Background: an optimization exercise with open tools, aiming at small area, a short achievable clock period and few clock cycles. Do not read the settings as production practice.
In this exercise RTL edits were held to simulation tests only and were not proved equivalent to the original.
Power and IR drop assume default switching activity.

Setup of red:
## CPU
module CPU(
	input clk,
	input rst,
	output reg [15 : 0]PC,
	input  [31 : 0]instr,
	output [15 : 0]mem_addr,
	output [15 : 0]mem_data,
	output write,
	input  [15 : 0]mem_rdata,
	output [255 : 0]REGS,
	output halted
);
	reg [15 : 0] R [0 : 14];
	reg ZF, SF;
	reg halt_r, stuck_r;
	reg halt_p;                 
	reg [15 : 0] ras;           
	genvar gi;
	generate
		for (gi = 0; gi < 15; gi = gi + 1) begin : g_regs
			assign REGS[gi*16 +: 16] = R[gi];
		end
	endgenerate
	assign REGS[255 : 240] = 16'd0;
	assign halted = halt_r;
	reg        e_we;        
	reg        e_wmem;      
	reg        e_wsp;       
	reg        e_store;     
	reg        e_usesum;    
	reg        e_addrb;     
	reg        e_ret;       
	reg        e_setcc, e_sub;
	reg        e_usec;      
	reg        e_fa, e_fb;  
	reg        e_wa, e_wb;  
	reg [1 : 0] e_op;       
	reg [3 : 0] e_dst;
	reg [15 : 0] e_a, e_b, e_c;
	reg        m_we, m_wmem, m_wsp, m_store, m_ret;
	reg [3 : 0] m_dst;
	reg [15 : 0] m_addr, m_data, m_res;
	reg [15 : 0] w1;            
	assign mem_addr = m_addr;
	assign mem_data = m_data;
	assign write = m_store;
	wire [15 : 0] wv = m_wmem ? mem_rdata : m_res;
	wire flush = m_ret && (mem_rdata != m_data);
	wire [15 : 0] a_op = e_fa ? m_res : e_wa ? w1 : e_a;
	wire [15 : 0] b_op = e_fb ? m_res : e_wb ? w1 : e_b;
	wire [15 : 0] x = e_usec ? e_c : (a_op ^ {16{e_sub}});
	reg [15 : 0] sum, gk, pk, pp;
	integer j, d;
  ...
clock: 10.0 ns
lec_check: 0
cap_margin: 20
core_margin: 2
core_utilization: 40
place_density: 0.6
slew_margin: 20
standard.sh (not shown) runs the stock make flow with config.mk's settings and CLKGATE_MAP_FILE= SYNTH_SCRIPT=/design/flow/synth_recipe.tcl, a recipe that flattens the netlist after the stock synthesis.
==> flow/flow/run.sh <==
#!/bin/bash
# Layout flow: the standard ORFS flow, with the port buffers made from
# the smallest buffer cell (instead of the resizer's default pick) and
# smaller clock-tree buffers. Each tool's full output goes to make.log here
# and to the ORFS logs under orfs/logs.
set -euo pipefail
bash standard.sh \
  "BUFFER_PORTS_ARGS=-buffer_cell sky130_fd_sc_hd__buf_1" \
  "CTS_BUF_LIST=sky130_fd_sc_hd__clkbuf_4 sky130_fd_sc_hd__clkbuf_8" \
  SETUP_SLACK_MARGIN=6.6 TNS_END_PERCENT=10 \
  finish > make.log 2>&1
Testbench counts of red, summed over its fixed seeds: cycles 154,407.
For blue, these inputs were changed with respect to red:
-- flow/flow/run.sh --
<<< red, line 8
  "BUFFER_PORTS_ARGS=-buffer_cell sky130_fd_sc_hd__buf_1" \
  "CTS_BUF_LIST=sky130_fd_sc_hd__clkbuf_4 sky130_fd_sc_hd__clkbuf_8" \
  SETUP_SLACK_MARGIN=6.6 TNS_END_PERCENT=10 \
  finish > make.log 2>&1
>>> blue, line 8
  "BUFFER_PORTS_ARGS=-buffer_cell sky130_fd_sc_hd__buf_1" \
  "CTS_BUF_LIST=sky130_fd_sc_hd__clkbuf_4 sky130_fd_sc_hd__clkbuf_8" \
  SETUP_SLACK_MARGIN=5.8 \
  finish > make.log 2>&1
Findings:
- | maximum single-stage delay on the critical path | blue vs red | 0.04 ns lower |
- Worst setup slack after placement delta (blue -> red): insignificant
- Between blue and red, the part of the power in the clock network does not differ in any meaningful way.
- red → blue: final area decreased 5.9%; setup slack decreased 0.61 ns; register fraction of the total cell area increased 2.5 points.
Changes in green relative to blue:
-- flow/flow/run.sh --
<<< blue, line 8
  "BUFFER_PORTS_ARGS=-buffer_cell sky130_fd_sc_hd__buf_1" \
  "CTS_BUF_LIST=sky130_fd_sc_hd__clkbuf_4 sky130_fd_sc_hd__clkbuf_8" \
  SETUP_SLACK_MARGIN=5.8 \
  finish > make.log 2>&1
>>> green, line 8
  "BUFFER_PORTS_ARGS=-buffer_cell sky130_fd_sc_hd__buf_1" \
  "CTS_BUF_LIST=sky130_fd_sc_hd__clkbuf_4 sky130_fd_sc_hd__clkbuf_8" \
  SETUP_SLACK_MARGIN=6.6 \
  finish > make.log 2>&1
--- outcome ---
- STATUS first-iteration DRC count: green loses against blue
- blue -> green: non-clock buffer count increased by more than a quarter
- green — post-route worst hold slack 0.015 ns higher, blue as reference
- The lower final design utilization of green and blue is in blue.
- Clock-buffer cell count, green and blue, lower one = green.
- Total global routing track utilization for green is higher than for blue.
- Diff blue -> green: net switching share of the total power picked up an extra 0.32 points; combinational group power picked up an extra about 10%.
- green vs blue: number of nets at the end of the flow up by a few percent
### green -> orange
Settings: a change of CORE_UTILIZATION from 40 to 46.
==> flow/flow/run.sh <==
#!/bin/bash
# Layout flow: the standard ORFS flow, with the port buffers made from
# the smallest buffer cell (instead of the resizer's default pick), smaller
# clock-tree buffers and no dummy clock loads, and timing repair aimed below
# the clock period. Each tool's full output goes to make.log here and to
# the ORFS logs under orfs/logs.
set -euo pipefail
bash standard.sh \
  "BUFFER_PORTS_ARGS=-buffer_cell sky130_fd_sc_hd__buf_1" \
  "CTS_ARGS=-sink_clustering_enable -repair_clock_nets -dont_use_dummy_load -buf_list {sky130_fd_sc_hd__clkbuf_4 sky130_fd_sc_hd__clkbuf_8}" \
  SETUP_SLACK_MARGIN=6.4 \
  finish > make.log 2>&1
- Internal power contribution on orange is ahead of green.
- When orange is measured against green, its full die area turns out 0.0070 mm² lower.
- Going from green to orange, non-clock buffer area fraction after layout shrinks by 1.3 points.
Relative to orange, the following input files were edited for purple:
Settings: changing CORE_UTILIZATION from 46 to 40.
-- flow/flow/run.sh --
<<< orange, line 8
bash standard.sh \
  "BUFFER_PORTS_ARGS=-buffer_cell sky130_fd_sc_hd__buf_1" \
  "CTS_ARGS=-sink_clustering_enable -repair_clock_nets -dont_use_dummy_load -buf_list {sky130_fd_sc_hd__clkbuf_4 sky130_fd_sc_hd__clkbuf_8}" \
  SETUP_SLACK_MARGIN=6.4 \
  finish > make.log 2>&1
>>> purple, line 8
bash standard.sh \
  "BUFFER_PORTS_ARGS=-buffer_cell sky130_fd_sc_hd__buf_1" \
  "CTS_ARGS=-sink_clustering_enable -repair_clock_nets -dont_use_dummy_load -buf_list {sky130_fd_sc_hd__clkbuf_4}" \
  SETUP_SLACK_MARGIN=6.3 \
  finish > make.log 2>&1
[summary]
In summary, purple completed successfully, with a layout that passed the timing, DRC and antenna checks. For the first-iteration DRC count, purple came in 31 higher than orange did. Summary of purple over orange: share of the clock period used by the worst path +0.84 points; part of the power in the clock network -1.4 points. The slack of the critical path number comes out higher for orange vs purple. Compare purple and orange | total global routing track utilization lower: purple. purple vs. orange: first-pass GRT wire length higher, number of well taps higher.

==> separate check: timing with driven ports <==
The results above use ideal ports. As a check the final layouts listed here were re-extracted and re-timed, cells and wires unchanged.
Step 1, drivers: a clkbuf_16 drives clk and a buf_2 each remaining input, both assumed.
Step 2 also shifts input and output timing later by t, the mid clock arrival at the registers, as if the neighbouring blocks saw the same clock.
Slacks: ideal / step 1 / step 2; pairs: ideal / step 1.
| run | t, ns | setup WS [ns] | worst register clock-pin slew, ns | pins driven straight from the clock port |
|---|---|---|---|---|
| red | 0.709 | 6.336 / 6.371 / 5.662 | 0.07 / 0.07 | 1 |
| blue | 0.744 | 5.725 / 5.759 / 5.015 | 0.07 / 0.07 | 1 |
| green | 0.698 | 6.383 / 6.397 / 5.699 | 0.08 / 0.08 | 1 |
| orange | 0.698 | 6.351 / 6.369 / 5.672 | 0.07 / 0.07 | 1 |
| purple | 0.907 | 6.268 / 6.244 / 5.396 | 0.07 / 0.07 | 1 |
After both steps every run listed still meets setup and hold. For purple, which loses most, drivers alone change the setup slack by -0.024 ns; drivers and shift together by -0.872 ns.
